From an optimization exercise on the open Yosys and OpenROAD flow, aimed at small area, a short achievable clock period and few clock cycles; shortcuts taken in it are not production practice. Function was not checked in any run shown here: the RTL went through the layout flow alone. Power is estimated from default activity; no workload was simulated.

## flow/design.v (module list and top-level ports; edited modules follow where they fit)
// module multipler_16x16: 14 lines
// module multipler_top: 1735 lines
module multipler_top #(
    parameter integer DATA_LENGTH       = 64,
    parameter integer BLOCK_LENGTH      = 16,
    parameter integer LENGTH            = 16
) (
    input  logic                        clk_i,
    input  logic                        rst_ni,
    input  logic                        start_i,
    output logic                        busy_o,
    output logic                        finish_o,
    input  logic [DATA_LENGTH-1:0]      indata_a_i,
    input  logic [DATA_LENGTH-1:0]      indata_b_i,
    output logic [DATA_LENGTH*2-1:0]    outdata_r_o
);
  // ...
==> flow/flow/run.sh <==
#!/bin/bash
set -euo pipefail
{
  echo "include $(pwd)/config.mk"
  cat flow/extra.mk
} > extra_config.mk
sed "s#DESIGN_CONFIG=[^ ]*#DESIGN_CONFIG=$(pwd)/extra_config.mk#" standard.sh > standard_extra.sh
bash standard_extra.sh > standard.log 2>&1
==> flow/flow/extra.mk <==
export SETUP_SLACK_MARGIN = 6.5
export BUFFER_PORTS_ARGS = -buffer_cell sky130_fd_sc_hd__buf_1
==> flow/standard.sh <==
#!/bin/bash
# synth_recipe.tcl (not shown) runs the flow's synth.tcl, then flattens the netlist and writes it again
# the make line also repeats each setting of config.mk as NAME=value (left out here)
make -C /OpenROAD-flow-scripts/flow DESIGN_CONFIG=/design/flow/config.mk WORK_HOME=/design/flow/orfs CLKGATE_MAP_FILE= SYNTH_SCRIPT=/design/flow/synth_recipe.tcl "${@:-finish}"
==> flow/config.mk <==
export PLATFORM = sky130hd
export DESIGN_NAME = multipler_top
export DESIGN_NICKNAME = multipler_top
export VERILOG_FILES = /design/flow/design.v
export SDC_FILE = /design/flow/constraint.sdc
export NUM_CORES = 4
export LEC_CHECK = 0
export CAP_MARGIN = 20
export CORE_MARGIN = 2
export CORE_UTILIZATION = 55
export PLACE_DENSITY = 0.65
export SLEW_MARGIN = 20
==> flow/constraint.sdc <==
create_clock -name core_clock -period 10.0 [get_ports {clk_i}]
set_input_delay 2.0000 -clock core_clock [delete_from_list [all_inputs] [get_ports {clk_i}]]
set_output_delay 2.0000 -clock core_clock [all_outputs]
set_load 0.01 [all_outputs]
==> impl_metrics.toml, run 1 <==
[global_route]
grtUsageMet3 = 0.04287
grt_max_degree = 118
grt_usage = 0.2608

[outcome]
outcome = "finished clean"

[floorplan]
die_w_um = 199.6
core_area_sq_mm = 0.03767
fp-row-count = 71

[detailed_routing]
wl_per_cell_um = 19.71
final_antenna_net_count = 0
num_vias = 15040
wl_met1_um = 23770

[timing]
worst_slack_ns = 6.581
worst_pin_slew_ns = 0.9333
clock_skew_ns = 0.02290
tns_ns = 0

[pwr]
comb_cell_power_uw = 4110
combPwrFrac = 0.558
power_leader = "combinational cells"
pwr-share-clk = 0.183
total_leakage_power_uw = 0.01020

[synth]
synth.area.top_cells = "dfxtp_1, fa_1, edfxtp_1"
synth_compound_area_frac = 0.1197

[critical_path]
startpoint = "one_q[2]"
worst_ep_required_time_ns = 10.44
reg2reg_from = "one_q[2]"
reg2reg_to = "outdata_r_o[114]"
cp_max_fo = 16
cp_num_cells = 10

[cells_and_area]
stdcell_area_sq_mm = 0.02381
inv_count = 161
comb.multi_input.count = 1343
drive_gt1_frac = 0.1190

[hold_path]
min_from = "b_q[41]"
whs_path_depth = 1
==> run 2: changes to the inputs <==
--- a/flow/design.v
+++ b/flow/design.v
@@ -30,36 +30,40 @@
 localparam integer R  = 3;
 localparam integer N  = 11;
 localparam integer NK = 66;
 localparam integer M  = 67;
 localparam integer W  = 73;
 logic st_run, st_cpa, st_fin;
 logic busy_q;
 logic [3:0] cnt_q;
-wire  st_idle = ~(st_run | st_cpa | st_fin);
-wire  first   = (cnt_q == '0);
+logic st_idle;   
+logic first;     
 logic [63:0]   a_q;       
 logic [NK-1:0] b_q;       
 logic [M-1:0]  s_q;       
 logic [M-1:0]  c_q;       
 logic [K-1:0]  ls_q;      
 logic [K-1:0]  lc_q;      
 logic          cy_q;      
 logic [R-1:0]  one_q;     
 logic [R-1:0]  two_q;     
 logic [R-1:0]  pos_q;     
 always_ff @(posedge clk_i) begin
     if (!rst_ni) begin
         st_run <= 1'b0;
         st_cpa <= 1'b0;
         st_fin <= 1'b0;
         busy_q <= 1'b0;
+        first  <= 1'b1;
+        st_idle <= 1'b1;
         cnt_q  <= '0;
     end else begin
+        st_idle <= ~((st_idle & start_i) | st_run | st_cpa);
+        first  <= ~st_run;
         busy_q <= (st_idle & start_i) | st_run;
         st_run <= (st_idle & start_i) | (st_run & ~(cnt_q == N-1));
         st_cpa <= st_run & (cnt_q == N-1);
         st_fin <= st_cpa;
         cnt_q  <= st_run ? cnt_q + 1'b1 : '0;
     end
 end
 wire [R-1:0] one_in, two_in, neg_in, one_nx, two_nx, neg_nx;
==> flow/config.mk (replaced) <==
export PLATFORM = sky130hd
export DESIGN_NAME = multipler_top
export DESIGN_NICKNAME = multipler_top
export VERILOG_FILES = /design/flow/design.v
export SDC_FILE = /design/flow/constraint.sdc
export NUM_CORES = 4
export LEC_CHECK = 0
export CAP_MARGIN = 20
export CORE_MARGIN = 2
export CORE_UTILIZATION = 45
export SLEW_MARGIN = 20
==> run 2 against run 1 <==
Compared with the run above: die area up 21%; sequential power about the same; largest power group unchanged; flip-flop and latch count up 2; synthesized cell count down 2.5%; design area up 0.71%; area after synthesis down 0.82%; first-iteration DRC count up 4.5%; register-to-register slack worse by 0.18 ns; sequential share of layout area up 0.076 points; via count down 1.4%; count of clock-buffer cells in the layout up 2.
==> impl_metrics.toml, run 2 <==
[cells_and_area]
largest_register_ffs = 66
final_cell_mix = "buf_1, xnor2_1, dfxtp_1"
reg_top3 = "b_q: 66 flops, a_q: 64 flops, c_q: 64 flops"
largest_register = "b_q"
nets = 2561
area_growth_pct = 14.85
mostFrequentLayoutCell = "buf_1"
drive_gt1_frac = 0.1244
n_antenna_cell = 0

[place]
pre_cts_slack_ns = 5.850
post-dp-hpwl_um = 37150
portBuffers = 260
gp_congestion = 0.8462

[pwr]
ir_drop_uv = 172.5
power_density_mw_per_mm2 = 309.6
total_leakage_power_uw = 0.01010

[critical_path]
critPathKind = "flop to flop"
slowest_stage = "a41oi_4"
worstPathCellList = "ha_2 -> or2_4 -> ha_4 -> a211oi_4 -> o211ai_4 -> a41oi_4 -> a21oi_4 -> o211ai_1 -> buf_4 -> a21oi_4 -> a41oi_2 -> nand2b_1 -> a21oi_2 -> o21bai_2 -> ha_2 -> nor2_2 -> xnor2_1 -> mux2_4"
worst_ep_arrival_time_ns = 4.05
worst_ep_required_time_ns = 10.44
max_stage_delay_ns = 0.32
reg2reg_slack_ns = 6.40
start_kind = "flop"
cp_max_fo = 3
endpoint_kind = "flop"

[detailed_routing]
final_antenna_net_count = 0
drt_iter0_drc = 1219
vias_per_cell = 5.460
num_vias = 14820
routed_wl_um = 55660
firstDrtPassIters = 5
drc = 0
wl_per_cell_um = 20.51

[synth]
synthArstFlopShare = 0
netlist.area_leader.share = 0.2167
synth_commonest_cells = "xnor2_1, dfxtp_1, fa_1"
avgSynthCellArea_sq_um = 10.99
synth.area.top_cells = "dfxtp_1, fa_1, xnor2_1"
synth_nets = 2373
syn_inst = 1899
yosys.area.top_type = "dfxtp_1"
ys_ff_latch = 290
synth_flop_cell = "dfxtp_1"
synth_warnings = 1
synth_edf_count = 64
yosysMostFrequentCell = "xnor2_1"
syn_area_sq_mm = 0.02088
ys_types = 55
ys_seq_area_frac = 0.3087

[floorplan]
die_area_sq_mm = 0.04814
initial_core_util = 0.4581
fp.dieH_um = 219.4
die_w_um = 219.4
io_pins = 261
core_area_sq_mm = 0.04558
fp-row-count = 78

[timing]
max_freq_ghz = 0.2776
finalCritPeriodShare = 0.3603
holdWs_ns = 0.4876
setup_viol = 0
clock_skew_ns = 0.01557
rsz0062_at_grt = "true"
finalHoldViolCount = 0
min_period_ns = 3.603
maxSlewViolCount = 0
tns_ns = 0
worst_pin_slew_ns = 0.9307
worst_slack_ns = 6.397
max-slew-margin-rel = 0.3795

[cts]
clk_pin_slew_worst_paths_ns = 0.06
cts_tree = "done"
clockBufferDepth = 3
insertion_delay_ns = 0.56
cts-root-buf = "clkbuf_16"
h-tree-depth = 2
holdBufCountCts = 0
numCtsBuffers = 35
cts_sinks = 290

[outcome]
outcome = "finished clean"

[global_route]
first_global_vias = 15220
grt_pass1_wl_um = 83540
grt_overflow = 0
grt_max_degree = 80
grt_usage = 0.2226
antenna_found_initial = 1

[run]
max_cap_viol_count = 0

[hold_path]
hold_class = "flop to flop"
==> run 2: worst paths after layout <==
| check | from | end | cells after the start |
|---|---|---|---|
| min reg2reg | b_q[42] | b_q[36] | 1 |
| max | ls_q[0] | outdata_r_o[125] | 18 |
| min | b_q[42] | b_q[36] | 1 |
| max reg2reg | ls_q[0] | outdata_r_o[125] | 18 |
==> run 2: per-layer routing <==
metal | GRT usage | wire length [um] | up-vias
met2 | 0.3705 | 26630 | 577
met4 | 0.05248 | 1107 | 2
met3 | 0.04685 | 4388 | 72
met1 | 0.2965 | 23520 | 7416
met5 | 0 | 15 | -
li1 | - | - | 6752
==> run 2: what timing repair did <==
action / 4_1_cts / 5_1_grt
gates resized for setup: 29 / 34
pin swaps: 12 / 23
setup endpoints to repair: 72 / 24
setup buffers: 11 / 14
gates cloned: 1 / 12
==> run 2: critical path: cells and delay by family, from the launching register on <==
family          cells  cell delay [ns]
buf+inv             1             0.18
xor+xnor            1             0.10
fa+ha+maj           3             0.53
mux                 1             0.27
flops               1             0.30
simple gates        3             0.48
compound gates      9             1.63
==> run 2: metrics by stage <==
stage               power, uW    util  cell area [sq um]  instances
floorplan                4919       -              20880       1899
finish                   7425  0.5261              23980       2714
CTS                      7447  0.5136              23410       2688
detailed placement       5963  0.4803              21890       2612
global route             8185  0.5261              23980       2714
global placement         5929  0.4803              21890       2612
==> run 2: cell families after synthesis <==
family                     Yosys count  share of synthesized area
muxes                              117                    0.06268
and+or+nand+nor                    246                    0.06484
DFF                                290                     0.3087
adders and majority gates          343                     0.2749
AOI/OAI and AO/OA                  323                     0.1118
xor gates and xnor gates           257                     0.1078
buffers and inverters              323                    0.06922
==> run 2: final cells by class <==
type                       instances  area (sq um)
multi-input combinational       1286         13140
clock inverter                    16         192.7
tap                              600         750.7
clock buffer                      48          1020
timing repair buffer             308          1760
inverter                         166         623.1
fill                            4090         21600
sequential                       290          6492
==> run 2: where the power goes <==
part | internal [uW] | switching [uW]
combinational | 2090 | 2080
clock | 801 | 540
sequential | 1540 | 371
==> run 3: changes to the inputs <==
==> flow/flow/extra.mk (replaced) <==
export SETUP_SLACK_MARGIN = 6.0
export BUFFER_PORTS_ARGS = -buffer_cell sky130_fd_sc_hd__buf_1
==> run 3 against run 2 <==
Compared with the run above: setup slack got worse by 0.31 ns; critical endpoint unchanged; clock power fell by 3%; combinational power fell by 4.8%.
==> impl_metrics.toml, run 3 <==
[cts]
holdBufCountCts = 0
clockBufferDepth = 3
clk_pin_slew_worst_paths_ns = 0.06
cts_tree = "done"
numCtsBuffers = 35
h-tree-depth = 2
cts-root-buf = "clkbuf_16"
insertion_delay_ns = 0.57
cts_sinks = 290

[synth]
synthArstFlopShare = 0
ys_ff_latch = 290
ys_types = 55
synth_nets = 2373
synth_edf_count = 64
syn_inst = 1899
ys_seq_area_frac = 0.3087
synth_flop_cell = "dfxtp_1"
yosysMostFrequentCell = "xnor2_1"
avgSynthCellArea_sq_um = 10.99
synth_warnings = 1
netlist.area_leader.share = 0.2167
synth.area.top_cells = "dfxtp_1, fa_1, xnor2_1"
syn_area_sq_mm = 0.02088
synth_commonest_cells = "xnor2_1, dfxtp_1, fa_1"
yosys.area.top_type = "dfxtp_1"

[timing]
clock_skew_ns = 0.02176
finalHoldViolCount = 0
maxSlewViolCount = 0
finalCritPeriodShare = 0.3918
min_period_ns = 3.918
rsz0062_at_grt = "true"
max_freq_ghz = 0.2553
tns_ns = 0
setup_viol = 0
worst_pin_slew_ns = 1.044
max-slew-margin-rel = 0.3040

[critical_path]
worst_ep_required_time_ns = 10.46
start_kind = "flop"
critPathKind = "flop to flop"
max_stage_delay_ns = 0.34
slowest_stage = "a41oi_4"
worstPathCellList = "ha_1 -> or2_2 -> ha_1 -> a211oi_2 -> o211ai_2 -> a41oi_4 -> a21oi_4 -> o211ai_1 -> buf_4 -> a21oi_2 -> a41oi_2 -> nand2b_1 -> a21oi_2 -> o21bai_1 -> ha_1 -> nor2_2 -> xnor2_1 -> mux2_2"
worst_ep_arrival_time_ns = 4.38
endpoint_kind = "flop"
crit_top_cell = "ha_1"
cp_max_fo = 6

[floorplan]
die_w_um = 219.4
die_area_sq_mm = 0.04814
fp-row-count = 78
initial_core_util = 0.4581
fp.dieH_um = 219.4
core_area_sq_mm = 0.04558
io_pins = 261

[place]
gp_congestion = 0.8166
post-dp-hpwl_um = 37230
portBuffers = 260
placed_area_sq_mm = 0.02188

[detailed_routing]
vias_per_cell = 5.297
firstDrtPassIters = 5
final_antenna_net_count = 0
drc = 0
num_vias = 14200
wl_per_cell_um = 18.91
routed_wl_um = 50680
drt_iter0_drc = 966

[global_route]
grt_pass1_wl_um = 81110
grt_usage = 0.2159
met1_usage = 0.2856
antenna_found_initial = 1
grt_max_degree = 83
top_usage_layer = "met2"
grtUsageMet3 = 0.04338
grt_overflow = 0
grt_use_met2 = 0.3577
first_global_vias = 14820

[run]
max_cap_viol_count = 0

[cells_and_area]
stdcell_area_sq_mm = 0.02319
drive_gt1_frac = 0.1005
ff_latch_area_sq_mm = 0.006479
largest_register_ffs = 66
nets = 2528
final_cell_mix = "buf_1, xnor2_1, dfxtp_1"
mostFrequentLayoutCell = "buf_1"
n_fill_cell = 4147
utilization = 0.5088
n_antenna_cell = 0
area_growth_pct = 11.06
multi_input_area_sq_mm = 0.01301
reg_top3 = "b_q: 66 flops, a_q: 64 flops, c_q: 64 flops"
largest_register = "b_q"

[pwr]
power_density_mw_per_mm2 = 309.6
total_leakage_power_uw = 0.009737
ir_drop_uv = 156.7

[hold_path]
hold_class = "flop to flop"

[outcome]
outcome = "finished clean"
run 3: cell counts after synthesis:
Identical to the previous run, type by type.
run 3: final timing paths:
check                from                to  slack, ns  cells after the start
setup reg to reg     cy_q  outdata_r_o[125]       6.08                     18
hold / removal    b_q[49]           b_q[43]       0.48                      1
hold reg to reg   b_q[49]           b_q[43]       0.48                      1
setup / recovery     cy_q  outdata_r_o[125]       6.08                     18
run 3: cells by family after synthesis:
logic type                 synth area share
AOI/OAI and AO/OA                    0.1118
xor gates and xnor gates             0.1078
adders and majority gates            0.2749
buffers and inverters               0.06922
DFF                                  0.3087
muxes                               0.06268
and+or+nand+nor                     0.06484
run 3: where the power goes:
group	internal (uW)	switching, uW
Combinational	1980	1990
Sequential	1540	373
Clock	749	546
Total	4270	2900
run 3: routing by layer:
| layer | wire length, um | vias to the layer above |
|---|---|---|
| met3 | 3254 | 63 |
| met2 | 24510 | 425 |
| met1 | 21860 | 7013 |
| met5 | 13 | - |
| met4 | 1048 | 2 |
| li1 | - | 6692 |
run 3: area by class of cell:
| type | count | share of cell area |
|---|---|---|
| flip-flops and latches | 290 | 0.2794 |
| repair buffers | 275 | 0.04970 |
| clock inverters | 15 | 0.008364 |
| well taps | 600 | 0.03238 |
| inverters | 166 | 0.02687 |
| multi-input cells | 1286 | 0.5612 |
| clock buffers | 48 | 0.04209 |
run 3: timing repair:
| item | in CTS | in global routing |
|---|---|---|
| endpoints found under the hold margin | 0 | 0 |
| setup buffers | 3 | 2 |
| pin swaps | 2 | 5 |
| gates resized for setup | 1 | 4 |
| setup endpoints to repair | 3 | 2 |
run 3: worst max-delay path, delay by kind of cell (launching register included):
kind	cells	cell delay, ns
AO/OA/AOI/OAI	9	1.81
adder cells (fa/ha/maj)	3	0.61
AND/OR/NAND/NOR	3	0.52
flip-flops	1	0.30
multiplexers	1	0.27
buffers and inverters	1	0.18
XOR/XNOR	1	0.08
run 3: stage by stage:
| stage | hold slack [ns] | power [uW] | cells | setup slack, ns |
|---|---|---|---|---|
| after floorplan | 0.4446 | 4919 | 1899 | 6.392 |
| after global placement | 0.4653 | 5879 | 2610 | 5.622 |
| after detailed placement | 0.4690 | 5925 | 2610 | 5.579 |
| after CTS | 0.4829 | 7309 | 2676 | 6.031 |
| after global routing | 0.5044 | 7939 | 2680 | 5.899 |
| final | 0.4817 | 7179 | 2680 | 6.082 |
==> run 4: changes to the inputs <==
==> flow/flow/extra.mk (replaced) <==
export SETUP_SLACK_MARGIN = 6.5
export BUFFER_PORTS_ARGS = -buffer_cell sky130_fd_sc_hd__buf_1
--- a/flow/config.mk
+++ b/flow/config.mk
@@ -9,3 +9,5 @@
 export CORE_MARGIN = 2
 export CORE_UTILIZATION = 45
+export CTS_CLUSTER_DIAMETER = 100
+export CTS_CLUSTER_SIZE = 30
 export SLEW_MARGIN = 20
==> run 4 against run 3 <==
Compared with the run above: critical path type unchanged; sequential share of layout area hardly changed; still clean on timing, DRC and antenna; core utilization hardly changed; via count is 1.8% higher; wire length is 5.9% higher.
==> impl_metrics.toml, run 4 <==
[outcome]
outcome = "finished clean"

[synth]
avgSynthCellArea_sq_um = 10.99
synth_warnings = 1
synth_edf_count = 64
syn_area_sq_mm = 0.02088
synth.area.top_cells = "dfxtp_1, fa_1, xnor2_1"
synthArstFlopShare = 0
ys_seq_area_frac = 0.3087
synth_commonest_cells = "xnor2_1, dfxtp_1, fa_1"
synth_flop_cell = "dfxtp_1"
ys_types = 55
ys_ff_latch = 290
yosys.area.top_type = "dfxtp_1"
netlist.area_leader.share = 0.2167
synth_nets = 2373
yosysMostFrequentCell = "xnor2_1"
syn_inst = 1899

[cts]
h-tree-depth = 1
clk_pin_slew_worst_paths_ns = 0.12
clockBufferDepth = 3
cts-root-buf = "clkbuf_16"
holdBufCountCts = 0
cts_tree = "done"
numCtsBuffers = 16
cts_sinks = 290
insertion_delay_ns = 0.55

[detailed_routing]
drc = 0
firstDrtPassIters = 5
drt_iter0_drc = 1147
wl_per_cell_um = 20.09
routed_wl_um = 53680
vias_per_cell = 5.410
num_vias = 14460
final_antenna_net_count = 0

[timing]
tns_ns = 0
finalCritPeriodShare = 0.3563
setup_viol = 0
min_period_ns = 3.563
worst_pin_slew_ns = 0.9453
maxSlewViolCount = 0
finalHoldViolCount = 0
worst_slack_ns = 6.437
rsz0062_at_grt = "true"
max_freq_ghz = 0.2807
clock_skew_ns = 0.03841
max-slew-margin-rel = 0.3698

[critical_path]
start_kind = "flop"
startpoint = "cy_q"
reg2reg_from = "cy_q"
slowest_stage = "dfxtp_2"
cp_top_family = "compound AO/OA/AOI/OAI gates"
cp_max_fo = 3
worst_ep_arrival_time_ns = 4.02
max_stage_delay_ns = 0.33
worst_ep_required_time_ns = 10.45
critPathKind = "flop to flop"
worstPathCellList = "ha_2 -> or2_4 -> ha_4 -> a211oi_4 -> o211ai_4 -> a41oi_4 -> a21oi_4 -> o211ai_1 -> buf_4 -> a21oi_4 -> a41oi_2 -> nand2b_1 -> a21oi_2 -> o21bai_2 -> ha_2 -> nor2_2 -> xnor2_1 -> mux2_2"
endpoint_kind = "flop"
worst-path-buf-inv = 1

[floorplan]
fp-row-count = 78
io_pins = 261
core_area_sq_mm = 0.04558
initial_core_util = 0.4581
die_w_um = 219.4
die_area_sq_mm = 0.04814
fp.dieH_um = 219.4

[cells_and_area]
nets = 2536
mostFrequentLayoutCell = "buf_1"
n_fill_cell = 4156
drive_gt1_frac = 0.1076
area_growth_pct = 11.01
n_antenna_cell = 0
largest_register_ffs = 66
reg_top3 = "b_q: 66 flops, a_q: 64 flops, c_q: 64 flops"
final_cell_mix = "buf_1, xnor2_1, dfxtp_1"
stdcell_area_sq_mm = 0.02318
utilization = 0.5085
largest_register = "b_q"

[pwr]
ir_drop_uv = 172.2
total_leakage_power_uw = 0.009711
power_density_mw_per_mm2 = 296.0

[hold_path]
hold_class = "flop to flop"
min_from = "b_q[27]"

[global_route]
grt_pass1_wl_um = 82100
grt_max_degree = 80
grt_usage = 0.2169
antenna_found_initial = 1
grt_overflow = 0
first_global_vias = 14980

[place]
portBuffers = 260
placed_area_sq_mm = 0.02189
post-dp-hpwl_um = 37150
pre_cts_slack_ns = 5.850
gp_congestion = 0.8462

[run]
max_cap_viol_count = 0
==> run 4: cell counts after synthesis <==
Identical to the previous run, type by type.
==> run 4: layer usage <==
layer	track usage	routed length, um	up-vias
li1	-	-	6670
met4	0.04189	896	2
met1	0.2911	23330	7247
met5	0	13	-
met3	0.03784	3677	45
met2	0.3686	25770	491
==> run 4: path summary, 6_finish.rpt <==
path / end / slack [ns] / depth (start not counted)
setup / recovery: outdata_r_o[125] / 6.44 / 18
hold / removal: b_q[21] / 0.50 / 1
setup reg to reg: outdata_r_o[125] / 6.44 / 18
hold reg to reg: b_q[21] / 0.50 / 1
==> run 4: cells by family after synthesis <==
kind of cell	Yosys count	synth area share
AO/OA/AOI/OAI	323	0.1118
XOR/XNOR	257	0.1078
adder cells (fa/ha/maj)	343	0.2749
buffers and inverters	323	0.06922
flip-flops	290	0.3087
multiplexers	117	0.06268
AND/OR/NAND/NOR	246	0.06484
==> run 4: per-stage QoR <==
stage	hold slack, ns	total power (uW)	std cells
final	0.4998	6860	2672
after global routing	0.5150	7598	2672
after CTS	0.5011	6911	2653
after detailed placement	0.4677	5963	2612
after global placement	0.4644	5929	2612
after floorplan	0.4446	4919	1899
==> run 4: layout make-up <==
type | instances | area (sq um) | share of cell area
multi-input combinational | 1286 | 13100 | 0.5651
sequential | 290 | 6477 | 0.2795
timing repair buffer | 302 | 1645 | 0.07099
tap | 600 | 750.7 | 0.03239
inverter | 166 | 623.1 | 0.02688
clock buffer | 20 | 457.9 | 0.01976
clock inverter | 8 | 125.1 | 0.005398
==> run 4: report_power, final <==
group          total [uW]  internal (uW)  switching (uW)
Clock                 824            377             447
Sequential           1900           1540             365
Combinational        4130           2060            2070
Total                6860           3980            2880
==> run 4: timing repair <==
| action | in CTS | in global routing |
|---|---|---|
| gates cloned | 1 | 8 |
| endpoints found under the hold margin | 0 | 0 |
| pin swaps | 12 | 11 |
| buffers inserted | 12 | 11 |
| resized for setup | 30 | 20 |
| endpoints found under the setup margin | 72 | 35 |
==> run 4: worst register-to-register path, cell delays in order, from the launching register on <==
cell      delay [ns]
dfxtp_2         0.33
ha_2            0.16
or2_4           0.23
ha_4            0.17
a211oi_4        0.25
o211ai_4        0.13
a41oi_4         0.31
a21oi_4         0.14
o211ai_1        0.21
buf_4           0.17
a21oi_4         0.08
a41oi_2         0.20
nand2b_1        0.13
a21oi_2         0.19
o21bai_2        0.10
ha_2            0.19
nor2_2          0.12
xnor2_1         0.09
mux2_2          0.27

==> what the ideal ports hide <==
The flow's constraints put no driver on any port. The routed layouts listed below were extracted and timed again, unchanged, in two steps. Step 1 sets driving cells, clkbuf_16 on the clock port and buf_2 on the other inputs (assumed; they add their load-dependent delay and slew). Step 2 times the ports against the registers' clock, not the clock port: input delays grow and output delays shrink by t, the midpoint of the rising clock arrivals with the driver on. Slacks: no drivers / after step 1 / after step 2; pairs: no drivers / after step 1.
run	t (ns)	setup slack, ns	latest minus earliest clock arrival (ns)
run 1	0.601	6.581 / 6.581 / 6.581	0.024 / 0.023
run 2	0.606	6.397 / 6.397 / 6.397	0.015 / 0.016
run 3	0.617	6.082 / 6.082 / 6.082	0.022 / 0.023
run 4	0.585	6.437 / 6.437 / 6.437	0.039 / 0.039
After both steps setup and hold are still met in every run listed.
